This is an optimization exercise on Yosys and OpenROAD, whose aim is small area, a short achievable clock period and few clock cycles per item, not a production implementation.
In this exercise RTL edits were held to simulation tests only and were not proved equivalent to the original.

before:
==> flow/design.v <==
`timescale 1ns / 1ps
module simon2share(clk, data_ina, data_inb, data_rdy, cipher_out, Done, Trig);
input clk;
input data_ina, data_inb;
input [1:0] data_rdy;
output [127:0] cipher_out;
output reg Done, Trig;
reg [1:0] rdy_r;       
reg ina_r, inb_r;      
reg [7:0] counter;     
reg [6:0] ptcnt;       
always @(posedge clk) begin
	rdy_r <= data_rdy;
	ina_r <= data_ina;
	inb_r <= data_inb;
end
wire idle  = (rdy_r == 2'd0);
wire ld_pt = (rdy_r == 2'd1);
wire ld_k  = (rdy_r == 2'd2);
wire run   = (rdy_r == 2'd3);
wire [7:0] counter_next = idle ? 8'd0 : (run ? counter + 8'd1 : counter);
wire [6:0] ptcnt_next   = ld_k ? 7'd0 : (ld_pt ? ptcnt + 7'd1 : ptcnt);
always @(posedge clk) begin
	counter <= counter_next;
	ptcnt   <= ptcnt_next;
end
wire n_pt  = (data_rdy == 2'd1);
wire n_k   = (data_rdy == 2'd2);
wire n_run = (data_rdy == 2'd3);
wire n_ph  = counter_next[0];
wire n_A   = n_run && !n_ph;                        
wire n_B   = n_run && n_ph;                         
wire n_H   = !(n_run || n_pt);                      
wire n_yl  = n_pt && (ptcnt_next[6] == 1'b0 || ptcnt_next[5:0] == 6'd0);   
wire n_YE  = n_A || n_yl;                           
wire n_KE  = n_k || n_B;                            
reg sA_a, sB_a, sS_a, sH_a;        
reg sA_bn, sB_bn, sS_bn, sH_bn;    
reg yE, yH;                        
reg kS, kU, kH;                    
always @(posedge clk) begin
	sA_a <= n_A;   sB_a <= n_B;   sS_a <= n_pt;  sH_a <= n_H;
	yE <= n_YE;    yH <= !n_YE;
	kS <= n_k;     kU <= n_B;     kH <= !n_KE;
	sA_bn <= !n_A;  sB_bn <= !n_B;  sS_bn <= !n_pt; sH_bn <= !n_H;
end
wire [0:127] Z = {68'b10101111011100000011010010011000101000010001111110010110110011101011, 60'd0};
reg zr;
always @(posedge clk)
	zr <= Z[counter[7:1]];
always @(posedge clk) begin
	Trig <= (counter_next == 8'd1);
	Done <= n_run && run && (counter == 8'd135);
end
reg [7:0] oe_a, oe_bn;
always @(posedge clk) begin
	oe_a[0]  <= n_run && run && (counter == 8'd135);
	oe_a[1]  <= n_run && run && (counter[0:0] == 1'd1) && (counter[7:1] == 7'd67);
	oe_a[2]  <= n_run && run && (counter[1:0] == 2'd3) && (counter[7:2] == 6'd33);
	oe_a[3]  <= n_run && run && (counter[2:0] == 3'd7) && (counter[7:3] == 5'd16);
	oe_a[4]  <= n_run && run && (counter[3:0] == 4'd7) && (counter[7:4] == 4'd8);
	oe_a[5]  <= n_run && run && (counter[4:0] == 5'd7) && (counter[7:5] == 3'd4);
	oe_a[6]  <= n_run && run && (counter[5:0] == 6'd7) && (counter[7:6] == 2'd2);
	oe_a[7]  <= n_run && run && (counter[6:0] == 7'd7) && (counter[7:7] == 1'd1);
	oe_bn[0] <= !(n_run && run && (counter == 8'd135));
	oe_bn[1] <= !(n_run && run && (counter[0:0] == 1'd1) && (counter[7:1] == 7'd67));
	oe_bn[2] <= !(n_run && run && (counter[1:0] == 2'd3) && (counter[7:2] == 6'd33));
	oe_bn[3] <= !(n_run && run && (counter[2:0] == 3'd7) && (counter[7:3] == 5'd16));
	oe_bn[4] <= !(n_run && run && (counter[3:0] == 4'd7) && (counter[7:4] == 4'd8));
	oe_bn[5] <= !(n_run && run && (counter[4:0] == 5'd7) && (counter[7:5] == 3'd4));
	oe_bn[6] <= !(n_run && run && (counter[5:0] == 6'd7) && (counter[7:6] == 2'd2));
	oe_bn[7] <= !(n_run && run && (counter[6:0] == 7'd7) && (counter[7:7] == 1'd1));
end
reg [63:0] Xa, Ya, Xb, Yb;
wire [63:0] Xa1 = {Xa[62:0], Xa[63]};
wire [63:0] Xa2 = {Xa[61:0], Xa[63:62]};
wire [63:0] Xa8 = {Xa[55:0], Xa[63:56]};
wire [63:0] Xb1 = {Xb[62:0], Xb[63]};
wire [63:0] Xb2 = {Xb[61:0], Xb[63:62]};
wire [63:0] Xb8 = {Xb[55:0], Xb[63:56]};
wire [63:0] Ya1 = {Ya[62:0], Ya[63]};
wire [63:0] Ya8 = {Ya[55:0], Ya[63:56]};
wire [63:0] Yb1 = {Yb[62:0], Yb[63]};
wire [63:0] Yb8 = {Yb[55:0], Yb[63:56]};
reg [63:0] KXa, KXb, KYa, KYb;
wire [63:0] sa1 = Ya ^ Xa2 ^ (Xa1 & Xa8);
wire [63:0] sb1 = Yb ^ Xb2 ^ (Xb1 & Xb8);
wire [63:0] sa2 = Xa ^ KYa ^ (Ya1 & Yb8);
wire [63:0] sb2 = Xb ^ KYb ^ (Yb1 & Ya8);
always @(posedge clk) begin
	Xa <= ({64{sA_a}} & sa1) | ({64{sB_a}} & sa2) | ({64{sS_a}} & {ina_r, Xa[63:1]}) | ({64{sH_a}} & Xa);
	Xb <= ({64{!sA_bn}} & sb1) | ({64{!sB_bn}} & sb2) | ({64{!sS_bn}} & {inb_r, Xb[63:1]}) | ({64{!sH_bn}} & Xb);
	Ya <= ({64{yE}} & Xa) | ({64{yH}} & Ya);
	Yb <= ({64{yE}} & Xb) | ({64{yH}} & Yb);
end
wire [63:0] c = 64'hfffffffffffffffc;
wire [63:0] kxa_upd = c ^ {63'd0, zr} ^ KYa ^ {KXa[2:0], KXa[63:3]} ^ {KXa[3:0], KXa[63:4]};
wire [63:0] kxb_upd = KYb ^ {KXb[2:0], KXb[63:3]} ^ {KXb[3:0], KXb[63:4]};
always @(posedge clk) begin
	KXa <= ({64{kS}} & {ina_r, KXa[63:1]})   | ({64{kU}} & kxa_upd) | ({64{kH}} & KXa);
	KYa <= ({64{kS}} & {KXa[0], KYa[63:1]})  | ({64{kU}} & KXa)     | ({64{kH}} & KYa);
	KXb <= ({64{kS}} & {inb_r, KXb[63:1]})   | ({64{kU}} & kxb_upd) | ({64{kH}} & KXb);
	KYb <= ({64{kS}} & {KXb[0], KYb[63:1]})  | ({64{kU}} & KXb)     | ({64{kH}} & KYb);
end
wire [127:0] xy_a = {Xa, Ya};
wire [127:0] xy_b = {Xb, Yb};
wire [127:0] gate_a  = {{16{oe_a[7]}}, {16{oe_a[6]}}, {16{oe_a[5]}}, {16{oe_a[4]}},
                        {16{oe_a[3]}}, {16{oe_a[2]}}, {16{oe_a[1]}}, {16{oe_a[0]}}};
wire [127:0] gate_bn = {{16{oe_bn[7]}}, {16{oe_bn[6]}}, {16{oe_bn[5]}}, {16{oe_bn[4]}},
                        {16{oe_bn[3]}}, {16{oe_bn[2]}}, {16{oe_bn[1]}}, {16{oe_bn[0]}}};
assign cipher_out = (xy_a & gate_a) ^ (xy_b & ~gate_bn);
endmodule
Settings: LEC_CHECK=0, CAP_MARGIN=20, CORE_MARGIN=2, CORE_UTILIZATION=65, CTS_CLUSTER_DIAMETER=80, CTS_CLUSTER_SIZE=24, PLACE_DENSITY=0.72, SETUP_SLACK_MARGIN=1.85, SLEW_MARGIN=20; clock period 4.2 ns.
standard.sh (not shown) runs the stock make flow with config.mk's settings and CLKGATE_MAP_FILE= SYNTH_SCRIPT=/design/flow/synth_recipe.tcl, a recipe that flattens the netlist after the stock synthesis.
==> flow/flow/run.sh <==
#!/bin/bash
# Standard ORFS layout (the standard.sh, standard synthesis unchanged) with two changes:
#  - port buffers are plain buf_2 cells instead of the delay cells buffer_ports picks by default;
#  - timing repair after CTS may change a cell's footprint (so it can resize those buffers).
# The make output goes to standard.log; each ORFS step keeps its own log under orfs/logs.
set -uo pipefail
bash standard.sh \
  MATCH_CELL_FOOTPRINT=0 \
  "BUFFER_PORTS_ARGS=-buffer_cell sky130_fd_sc_hd__buf_2" \
  finish > standard.log 2>&1
before completed; timing, DRC and antenna clean
Testbench counts of before, summed over its fixed seeds: cycles 202,240, encryptions 512.
What after does differently from before at the input level:
-- flow/design.v --
<<< before, line 53
	Done <= n_run && run && (counter == 8'd135);
end
reg [7:0] oe_a, oe_bn;
always @(posedge clk) begin
	oe_a[0]  <= n_run && run && (counter == 8'd135);
	oe_a[1]  <= n_run && run && (counter[0:0] == 1'd1) && (counter[7:1] == 7'd67);
	oe_a[2]  <= n_run && run && (counter[1:0] == 2'd3) && (counter[7:2] == 6'd33);
	oe_a[3]  <= n_run && run && (counter[2:0] == 3'd7) && (counter[7:3] == 5'd16);
	oe_a[4]  <= n_run && run && (counter[3:0] == 4'd7) && (counter[7:4] == 4'd8);
	oe_a[5]  <= n_run && run && (counter[4:0] == 5'd7) && (counter[7:5] == 3'd4);
	oe_a[6]  <= n_run && run && (counter[5:0] == 6'd7) && (counter[7:6] == 2'd2);
	oe_a[7]  <= n_run && run && (counter[6:0] == 7'd7) && (counter[7:7] == 1'd1);
	oe_bn[0] <= !(n_run && run && (counter == 8'd135));
	oe_bn[1] <= !(n_run && run && (counter[0:0] == 1'd1) && (counter[7:1] == 7'd67));
	oe_bn[2] <= !(n_run && run && (counter[1:0] == 2'd3) && (counter[7:2] == 6'd33));
	oe_bn[3] <= !(n_run && run && (counter[2:0] == 3'd7) && (counter[7:3] == 5'd16));
	oe_bn[4] <= !(n_run && run && (counter[3:0] == 4'd7) && (counter[7:4] == 4'd8));
	oe_bn[5] <= !(n_run && run && (counter[4:0] == 5'd7) && (counter[7:5] == 3'd4));
	oe_bn[6] <= !(n_run && run && (counter[5:0] == 6'd7) && (counter[7:6] == 2'd2));
	oe_bn[7] <= !(n_run && run && (counter[6:0] == 7'd7) && (counter[7:7] == 1'd1));
end
reg [63:0] Xa, Ya, Xb, Yb;
>>> after, line 53
	Done <= n_run && run && (counter == 8'd135);
end
reg [7:0] oe_n;
always @(posedge clk) begin
	oe_n[0] <= !(n_run && run && (counter == 8'd135));
	oe_n[1] <= !(n_run && run && (counter[0:0] == 1'd1) && (counter[7:1] == 7'd67));
	oe_n[2] <= !(n_run && run && (counter[1:0] == 2'd3) && (counter[7:2] == 6'd33));
	oe_n[3] <= !(n_run && run && (counter[2:0] == 3'd7) && (counter[7:3] == 5'd16));
	oe_n[4] <= !(n_run && run && (counter[3:0] == 4'd7) && (counter[7:4] == 4'd8));
	oe_n[5] <= !(n_run && run && (counter[4:0] == 5'd7) && (counter[7:5] == 3'd4));
	oe_n[6] <= !(n_run && run && (counter[5:0] == 6'd7) && (counter[7:6] == 2'd2));
	oe_n[7] <= !(n_run && run && (counter[6:0] == 7'd7) && (counter[7:7] == 1'd1));
end
reg [63:0] Xa, Ya, Xb, Yb;
<<< before, line 105
wire [127:0] xy_a = {Xa, Ya};
wire [127:0] xy_b = {Xb, Yb};
wire [127:0] gate_a  = {{16{oe_a[7]}}, {16{oe_a[6]}}, {16{oe_a[5]}}, {16{oe_a[4]}},
                        {16{oe_a[3]}}, {16{oe_a[2]}}, {16{oe_a[1]}}, {16{oe_a[0]}}};
wire [127:0] gate_bn = {{16{oe_bn[7]}}, {16{oe_bn[6]}}, {16{oe_bn[5]}}, {16{oe_bn[4]}},
                        {16{oe_bn[3]}}, {16{oe_bn[2]}}, {16{oe_bn[1]}}, {16{oe_bn[0]}}};
assign cipher_out = (xy_a & gate_a) ^ (xy_b & ~gate_bn);
endmodule
>>> after, line 97
wire [127:0] xy_a = {Xa, Ya};
wire [127:0] xy_b = {Xb, Yb};
wire [127:0] gate_n = {{16{oe_n[7]}}, {16{oe_n[6]}}, {16{oe_n[5]}}, {16{oe_n[4]}},
                       {16{oe_n[3]}}, {16{oe_n[2]}}, {16{oe_n[1]}}, {16{oe_n[0]}}};
assign cipher_out = ~gate_n & (xy_a ^ xy_b);
endmodule
### Flow results
after | stages: all done | timing, DRC, antenna: all pass
Going from before to after, post-CTS setup repair buffer count went down by 12; share of cell area taken by flip-flops and latches went up by 1.7 points; clock buffer count in the final layout went down by 6; global-route usage over all layers went down by 0.89 points.
Summary of after over before: proportion of final cell area spent on non-clock buffers went down by 1.2 points; cell area went down by about 7%.
Compared with before, in after global-route wire length before repair fell about 3.7%; path length in cells of the critical path went down by 1.
Testbench counts of after, summed over its fixed seeds: cycles 202,240, encryptions 512.

## port drivers added, routing unchanged
Ports are ideal in the flow. The routed layouts listed here were re-timed in OpenROAD. Step 1, drivers: a clkbuf_16 drives clk and a buf_2 each remaining input, both assumed. Step 2 moves the port delays by t, midway between the first and last clock arrival at a register: inputs arrive t later, outputs are due t later. That takes back most of the time a late clock gives input paths. a / b / c = no drivers / after step 1 / after step 2; a / b = the first two.
run | t (ns) | setup slack, ns | hold WS [ns]
before | 0.624 | 1.736 / 1.674 / 1.889 | 0.363 / 0.323 / 0.517
after | 0.671 | 1.869 / 1.809 / 1.919 | 0.327 / 0.287 / 0.518
After both steps every run listed still meets setup and hold.
